This is an optimization exercise on Yosys and OpenROAD, whose aim is small area, not a production implementation. In this exercise RTL edits were held to simulation tests only and were not proved equivalent to the original. Power figures rest on the tool's default switching activity, not on a simulated workload.

## the baseline
// debayer
module debayer
    #(
    parameter line_length = 64
    )
    (
        input               clk,
        input               reset,
        input               sof_in,
        input [9:0]         pixel_data,
        input               pixel_data_valid,
        output logic [15:0] pixel_out_data,
        output logic        pixel_out_data_valid,
        output logic        sof,
        output logic        sof_2
    );
Size: roughly 5800 cells after synthesis, about 33 I/O pins, about 0.074 mm^2 of cells after synthesis.
Settings: LEC_CHECK=0, CAP_MARGIN=20, CORE_MARGIN=2, CORE_UTILIZATION=70, SLEW_MARGIN=20; clock period 6.0 ns.
standard.sh (not shown) runs the stock make flow with config.mk's settings and CLKGATE_MAP_FILE= SYNTH_SCRIPT=/design/flow/synth_recipe.tcl, a recipe that flattens the netlist after the stock synthesis.
==> flow/flow/run.sh <==
#!/bin/bash
set -euo pipefail
export BUFFER_PORTS_ARGS="-buffer_cell sky130_fd_sc_hd__buf_1"
export CTS_ARGS="-sink_clustering_enable -repair_clock_nets -dont_use_dummy_load -buf_list sky130_fd_sc_hd__clkbuf_8 -sink_clustering_size 18 -sink_clustering_max_diameter 60 -sink_clustering_levels 2"
bash standard.sh > run_standard.log 2>&1
Setup changes, the baseline to the candidate
--- a/flow/design.v
+++ b/flow/design.v
@@ -68,40 +68,22 @@
     wire [7:0] q11 = w1[1], q12 = w1[2], q13 = w1[3];
     wire [7:0] q20 = w2[0], q21 = w2[1], q22 = w2[2], q23 = w2[3], q24 = w2[4];
     wire [7:0] q31 = w3[1], q32 = w3[2], q33 = w3[3];
     wire [9:0] r   = w4[2];
     logic [7:0] pa, pb;          
     logic [8:0] pnh, pnv, pfh;   
     logic [9:0] pr, pd;          
-    function automatic [8:0] radd8(input [7:0] a, input [7:0] b);
-        logic c;
-        c = 1'b0;
-        for (int i = 0; i < 8; i++) begin
-            radd8[i] = a[i] ^ b[i] ^ c;
-            c = (a[i] & b[i]) | (c & (a[i] ^ b[i]));
-        end
-        radd8[8] = c;
-    endfunction
-    function automatic [9:0] radd9(input [8:0] a, input [8:0] b);
-        logic c;
-        c = 1'b0;
-        for (int i = 0; i < 9; i++) begin
-            radd9[i] = a[i] ^ b[i] ^ c;
-            c = (a[i] & b[i]) | (c & (a[i] ^ b[i]));
-        end
-        radd9[9] = c;
-    endfunction
     always @(posedge clk) begin
         pa  <= q22;
         pb  <= q02;
-        pnh <= radd8(q21, q23);
-        pnv <= radd8(q12, q32);
-        pfh <= radd8(q20, q24);
+        pnh <= q21 + q23;
+        pnv <= q12 + q32;
+        pfh <= q20 + q24;
         pr  <= r;
-        pd  <= radd9(radd8(q11, q13), radd8(q31, q33));
+        pd  <= q11 + q13 + q31 + q33;
     end
     logic is_g;              
     always_comb is_g = (db_state == ST_G_R) || (db_state == ST_G_B);
     wire [15:0] x = (is_g ? 16'd53294 : 16'd57398)
                   + {pa, 5'd0} + {~pfh, 3'd0}
                   + (is_g ? {pnh, 5'd0} : {pnh, 4'd0})
                   + (is_g ? 16'd0 : {pnv, 4'd0})
--- outcome ---
- The final area of the baseline and that of the candidate are within noise of each other.
- The candidate: worst ir drop on vdd 2.7% above the baseline
- Max critical path data arrival time across the baseline and the candidate: the baseline
- Global-route met1 utilization up 1.1 points in the candidate wrt the baseline
- Relative to the baseline, fraction of power consumed by sequential logic has increased by 0.2 points in the candidate.
- Final cell count came out higher on the candidate than on the baseline.
- On adder and majority gate portion of the synthesized area, the lower figure sits with the candidate, not the baseline.
- Comparing the baseline and the candidate, the higher ratio of final minimum period to clock period is on the candidate.
- Comparing the baseline with the candidate, the wire length came out essentially unchanged.


The RTL this note starts from:
==> flow/design.v <==
module debayer
    #(
    parameter line_length = 64
    )
    (
        input               clk,
        input               reset,
        input               sof_in,
        input [9:0]         pixel_data,
        input               pixel_data_valid,
        output logic [15:0] pixel_out_data,
        output logic        pixel_out_data_valid,
        output logic        sof,
        output logic        sof_2
    );
    assign sof_2 = sof;
    localparam [2:0] ST_WAITFIRSTLINES = 3'd0,
                     ST_WAITFIRSTPIX   = 3'd1,
                     ST_G_B            = 3'd2,
                     ST_G_R            = 3'd3,
                     ST_R              = 3'd4,
                     ST_B              = 3'd5;
    localparam SEG = line_length - 5;    
    wire rst = reset | sof_in;
    logic [2:0]  db_state;
    logic        last_gb;
    logic [5:0]  pixel_x;
    logic [5:1]  pixel_valid;
    logic [8:0]  pixels_received;        
    logic [4:1]  hit;                    
    logic        sclr;
    logic [1:0]  rd_lvl;                 
    logic [1:0]  rd_lvl_d;
    logic [2:0]  xtra;                   
    logic        rgb_pixel_valid;
    logic [9:0]  buf_pixel, buf2_pixel, buf3_pixel;
    logic sh, hold;
    always @(posedge clk) begin
        sh   <= pixel_valid[2] & ~rst;
        hold <= ~(pixel_valid[2] & ~rst);
    end
    logic [4:0][9:0] w4;
    logic [4:0][7:0] w3, w2, w1;
    logic [4:2][7:0] w0;
    logic [SEG-1:0][7:0] d3;
    logic [SEG:0][7:0]   d2, d1, d0;
    wire [4:0][9:0]     w4_n = {buf3_pixel, w4[4:1]};
    wire [SEG-1:0][7:0] d3_n = {d3[SEG-2:0], w4[0][9:2]};
    wire [4:0][7:0]     w3_n = {d3[SEG-1], w3[4:1]};
    wire [SEG:0][7:0]   d2_n = {d2[SEG-1:0], w3[0]};
    wire [4:0][7:0]     w2_n = {(xtra[2] ? d2[SEG] : d2[SEG-1]), w2[4:1]};
    wire [SEG:0][7:0]   d1_n = {d1[SEG-1:0], w2[0]};
    wire [4:0][7:0]     w1_n = {(xtra[1] ? d1[SEG] : d1[SEG-1]), w1[4:1]};
    wire [SEG:0][7:0]   d0_n = {d0[SEG-1:0], w1[0]};
    wire [4:2][7:0]     w0_n = {(xtra[0] ? d0[SEG] : d0[SEG-1]), w0[4:3]};
    always @(posedge clk) begin
        w4 <= (w4_n & {50{sh}}) | (w4 & {50{hold}});
        d3 <= (d3_n & {SEG*8{sh}}) | (d3 & {SEG*8{hold}});
        w3 <= (w3_n & {40{sh}}) | (w3 & {40{hold}});
        d2 <= (d2_n & {(SEG+1)*8{sh}}) | (d2 & {(SEG+1)*8{hold}});
        w2 <= (w2_n & {40{sh}}) | (w2 & {40{hold}});
        d1 <= (d1_n & {(SEG+1)*8{sh}}) | (d1 & {(SEG+1)*8{hold}});
        w1 <= (w1_n & {40{sh}}) | (w1 & {40{hold}});
        d0 <= (d0_n & {(SEG+1)*8{sh}}) | (d0 & {(SEG+1)*8{hold}});
        w0 <= (w0_n & {24{sh}}) | (w0 & {24{hold}});
    end
    wire [7:0] q02 = w0[2];
    wire [7:0] q11 = w1[1], q12 = w1[2], q13 = w1[3];
    wire [7:0] q20 = w2[0], q21 = w2[1], q22 = w2[2], q23 = w2[3], q24 = w2[4];
    wire [7:0] q31 = w3[1], q32 = w3[2], q33 = w3[3];
    wire [9:0] r   = w4[2];
    logic [7:0] pa, pb;          
    logic [8:0] pnh, pnv, pfh;   
    logic [9:0] pr, pd;          
    always @(posedge clk) begin
        pa  <= q22;
        pb  <= q02;
        pnh <= q21 + q23;
        pnv <= q12 + q32;
        pfh <= q20 + q24;
        pr  <= r;
        pd  <= q11 + q13 + q31 + q33;
    end
    wire [15:0] x40 = {pa, 5'd0} + {pa, 3'd0} - {pd, 3'd0};    
    wire [15:0] g   = pfh + pb;
    wire [15:0] s_gatrb = 16'd18 + {pa, 4'd0} + {pnh, 3'd0} + {pnv, 3'd0}
                        - {g, 2'd0} - pr;
    wire [15:0] s2_ratg_r_b = 16'd30 + x40 + {pnh, 5'd0}
                        + {pb, 2'd0} + {pr[9:1], 1'b0} - {pfh, 3'd0};
    wire [15:0] s2_ratg_b_r = 16'd36 + x40 + {pnv, 5'd0}
                        + {pfh, 2'd0} - {pb, 3'd0} - {pr, 1'b0};
    wire [15:0] s2_ratb = 16'd38 + {pa, 7'd0} - {x40, 1'b0}
                        - {g, 3'd0} - {g, 2'd0} - {pr, 1'b0} - pr + pr[0];
    function automatic [5:0] top6(input [15:0] s);
        top6 = s[15] ? 6'd0 : (s[14] | s[13]) ? 6'h3F : s[12:7];
    endfunction
    function automatic [5:0] top6x2(input [15:0] s2);
        top6x2 = s2[15] ? 6'd0 : s2[14] ? 6'h3F : s2[13:8];
    endfunction
    wire [5:0] k_g   = top6(s_gatrb);            
    wire [4:0] k_b   = top6x2(s2_ratb) >> 1;      
    wire [4:0] k_rgb = top6x2(s2_ratg_r_b) >> 1;  
    wire [4:0] k_rgr = top6x2(s2_ratg_b_r) >> 1;  
    wire [5:0] k_c   = pa[7:2];                   
    logic [2:0] nstate;
    logic       n_last_gb;
    logic [5:0] n_pixel_x;
    always_comb begin
        nstate    = db_state;
        n_last_gb = last_gb;
        n_pixel_x = pixel_x;
        if (pixel_valid[4] && hit[4])
            nstate = ST_G_R;
        case (db_state)
            ST_R: if (pixel_valid[5]) begin
                n_pixel_x = pixel_x + 6'd2;
                if (pixel_x == line_length - 6) begin
                    nstate    = ST_WAITFIRSTPIX;
                    n_last_gb = 1'b0;
                end else
                    nstate = ST_G_R;
            end
            ST_G_R: if (pixel_valid[5]) nstate = ST_R;
            ST_G_B: if (pixel_valid[5]) begin
                n_pixel_x = pixel_x + 6'd2;
                if (pixel_x == line_length - 6) begin
                    nstate    = ST_WAITFIRSTPIX;
                    n_last_gb = 1'b1;
                end else
                    nstate = ST_B;
            end
            ST_B: if (pixel_valid[5]) nstate = ST_G_B;
            ST_WAITFIRSTPIX: if (pixel_valid[5]) begin
                if (pixel_x == line_length - 1) begin
                    n_pixel_x = 6'd0;
                    nstate    = last_gb ? ST_G_R : ST_B;
                end else
                    n_pixel_x = pixel_x + 6'd1;
            end
            default: ;
        endcase
    end
    logic [15:0] colors;
    always @(posedge clk) begin
        case (db_state)
            ST_R:    colors <= {k_b,          k_g,      k_c[5:1]};
            ST_G_R:  colors <= {k_rgr,        k_c,      k_rgb};
            ST_G_B:  colors <= {k_rgb,        k_c,      k_rgr};
            default: colors <= {k_c[5:1],     k_g,      k_b};
        endcase
        pixel_out_data <= colors;
    end
    always @(posedge clk) begin
        buf_pixel  <= pixel_data;
        buf2_pixel <= buf_pixel;
        buf3_pixel <= buf2_pixel;
        sclr       <= rst;
        if (rst) begin
            db_state             <= ST_WAITFIRSTLINES;
            pixel_x              <= 6'd0;
            pixel_valid          <= 5'd0;
            pixels_received      <= 9'd0;
            hit                  <= 4'd0;
            rd_lvl               <= 2'd0;
            sof                  <= 1'b0;
            rgb_pixel_valid      <= 1'b0;
            pixel_out_data_valid <= 1'b0;
        end else begin
            pixel_valid          <= {pixel_valid[4:1], pixel_data_valid};
            pixel_out_data_valid <= rgb_pixel_valid;
            rd_lvl_d             <= rd_lvl;
            if (sclr)
                xtra <= (rd_lvl_d == 2'd3) ? 3'b111 : (rd_lvl_d == 2'd2) ? 3'b110 :
                        (rd_lvl_d == 2'd1) ? 3'b100 : 3'b000;
            rd_lvl <= 2'd0;
            hit    <= {hit[3:1], 1'b0};
            if (pixel_data_valid) begin
                if (pixels_received != 9'd261)
                    pixels_received <= pixels_received + 9'd1;
                hit[1] <= (pixels_received == 9'd260);
                rd_lvl <= (pixels_received > 9'd180) ? 2'd3 :
                          (pixels_received > 9'd121) ? 2'd2 :
                          (pixels_received > 9'd62)  ? 2'd1 : 2'd0;
            end
            if (pixel_valid[4] && hit[4])
                sof <= 1'b1;
            if (db_state == ST_R)
                sof <= 1'b0;
            db_state <= nstate;
            last_gb  <= n_last_gb;
            pixel_x  <= n_pixel_x;
            rgb_pixel_valid <= (db_state == ST_R || db_state == ST_G_R ||
                                db_state == ST_G_B || db_state == ST_B) && pixel_valid[5];
        end
    end
endmodule
export LEC_CHECK = 0
export CAP_MARGIN = 20
export CORE_MARGIN = 2
export CORE_UTILIZATION = 60
export CTS_CLUSTER_DIAMETER = 100
export CTS_CLUSTER_SIZE = 25
export SLEW_MARGIN = 20
create_clock -name core_clock -period 6.0 [get_ports {clk}]
run.sh (not shown) runs the stock make flow with config.mk's settings and CLKGATE_MAP_FILE= SYNTH_SCRIPT=/design/flow/synth_recipe.tcl, a recipe that flattens the netlist after the stock synthesis.
Stock flow here: none of the scripts above is used.
The first run went through all stages and came out clean.
Edit:
--- a/flow/design.v
+++ b/flow/design.v
@@ -34,10 +34,6 @@
     logic [2:0]  xtra;                   
     logic        rgb_pixel_valid;
-    logic [9:0]  buf_pixel, buf2_pixel, buf3_pixel;
-    logic sh, hold;
-    always @(posedge clk) begin
-        sh   <= pixel_valid[2] & ~rst;
-        hold <= ~(pixel_valid[2] & ~rst);
-    end
+    logic [9:0]  buf_pixel, buf2_pixel;
+    wire sh = pixel_valid[2] & ~rst;
     logic [4:0][9:0] w4;
     logic [4:0][7:0] w3, w2, w1;
@@ -45,23 +41,16 @@
     logic [SEG-1:0][7:0] d3;
     logic [SEG:0][7:0]   d2, d1, d0;
-    wire [4:0][9:0]     w4_n = {buf3_pixel, w4[4:1]};
-    wire [SEG-1:0][7:0] d3_n = {d3[SEG-2:0], w4[0][9:2]};
-    wire [4:0][7:0]     w3_n = {d3[SEG-1], w3[4:1]};
-    wire [SEG:0][7:0]   d2_n = {d2[SEG-1:0], w3[0]};
-    wire [4:0][7:0]     w2_n = {(xtra[2] ? d2[SEG] : d2[SEG-1]), w2[4:1]};
-    wire [SEG:0][7:0]   d1_n = {d1[SEG-1:0], w2[0]};
-    wire [4:0][7:0]     w1_n = {(xtra[1] ? d1[SEG] : d1[SEG-1]), w1[4:1]};
-    wire [SEG:0][7:0]   d0_n = {d0[SEG-1:0], w1[0]};
-    wire [4:2][7:0]     w0_n = {(xtra[0] ? d0[SEG] : d0[SEG-1]), w0[4:3]};
     always @(posedge clk) begin
-        w4 <= (w4_n & {50{sh}}) | (w4 & {50{hold}});
-        d3 <= (d3_n & {SEG*8{sh}}) | (d3 & {SEG*8{hold}});
-        w3 <= (w3_n & {40{sh}}) | (w3 & {40{hold}});
-        d2 <= (d2_n & {(SEG+1)*8{sh}}) | (d2 & {(SEG+1)*8{hold}});
-        w2 <= (w2_n & {40{sh}}) | (w2 & {40{hold}});
-        d1 <= (d1_n & {(SEG+1)*8{sh}}) | (d1 & {(SEG+1)*8{hold}});
-        w1 <= (w1_n & {40{sh}}) | (w1 & {40{hold}});
-        d0 <= (d0_n & {(SEG+1)*8{sh}}) | (d0 & {(SEG+1)*8{hold}});
-        w0 <= (w0_n & {24{sh}}) | (w0 & {24{hold}});
+        if (sh) begin
+            w4 <= {buf2_pixel, w4[4:1]};
+            d3 <= {d3[SEG-2:0], w4[0][9:2]};
+            w3 <= {d3[SEG-1], w3[4:1]};
+            d2 <= {d2[SEG-1:0], w3[0]};
+            w2 <= {(xtra[2] ? d2[SEG] : d2[SEG-1]), w2[4:1]};
+            d1 <= {d1[SEG-1:0], w2[0]};
+            w1 <= {(xtra[1] ? d1[SEG] : d1[SEG-1]), w1[4:1]};
+            d0 <= {d0[SEG-1:0], w1[0]};
+            w0 <= {(xtra[0] ? d0[SEG] : d0[SEG-1]), w0[4:3]};
+        end
     end
     wire [7:0] q02 = w0[2];
@@ -141,12 +130,13 @@
         endcase
     end
-    logic [15:0] colors;
+    logic [15:0] c1, colors;
     always @(posedge clk) begin
-        case (db_state)
-            ST_R:    colors <= {k_b,          k_g,      k_c[5:1]};
-            ST_G_R:  colors <= {k_rgr,        k_c,      k_rgb};
-            ST_G_B:  colors <= {k_rgb,        k_c,      k_rgr};
-            default: colors <= {k_c[5:1],     k_g,      k_b};
+        case (nstate)
+            ST_R:    c1 <= {k_b,          k_g,      k_c[5:1]};
+            ST_G_R:  c1 <= {k_rgr,        k_c,      k_rgb};
+            ST_G_B:  c1 <= {k_rgb,        k_c,      k_rgr};
+            default: c1 <= {k_c[5:1],     k_g,      k_b};
         endcase
+        colors         <= c1;
         pixel_out_data <= colors;
     end
@@ -154,5 +144,4 @@
         buf_pixel  <= pixel_data;
         buf2_pixel <= buf_pixel;
-        buf3_pixel <= buf2_pixel;
         sclr       <= rst;
         if (rst) begin
=> Non-clock buffer count rose by 19; utilization rose by 1.6 points; flip-flop and latch count rose by 4; worst setup slack improved by 50 ps; power rose by a little under a tenth; design area rose by a few percent; first-iteration DRC count fell by a quarter to a third; cell count fell by a quarter to a third; wire length fell by about a fifth; register-to-register slack improved by 50 ps; maximum frequency rose slightly; sequential share of layout area rose by 24 points; synthesized cell count fell by well over a third; synthesized area rose slightly.

[re-timing with driven ports]
The flow's constraints put no driver on any port. The routed layouts listed below were extracted and timed again, unchanged, in two steps. Step 1 assumes that a clkbuf_16 drives the clock port and a buf_2 every other input. Step 2 also shifts input and output timing later by t, the mid clock arrival at the registers, as if the neighbouring blocks saw the same clock. a / b / c = no drivers / after step 1 / after step 2; a / b = the first two.
run | shift t [ns] | slack for setup (ns) | hold slack, ns | slew at the worst register clock pin (ns)
the baseline | 0.881 | 0.231 / 0.231 / 0.231 | 0.325 / 0.325 / 0.325 | 0.11 / 0.11
the candidate | 0.875 | 0.215 / 0.215 / 0.215 | 0.288 / 0.288 / 0.288 | 0.11 / 0.11
the first run of note 2 | 0.790 | 0.231 / 0.231 / 0.231 | 0.328 / 0.328 / 0.328 | 0.10 / 0.10
the second run of note 2 | 0.794 | 0.282 / 0.282 / 0.282 | 0.334 / 0.334 / 0.334 | 0.10 / 0.10
After both steps setup and hold are still met in every run listed.
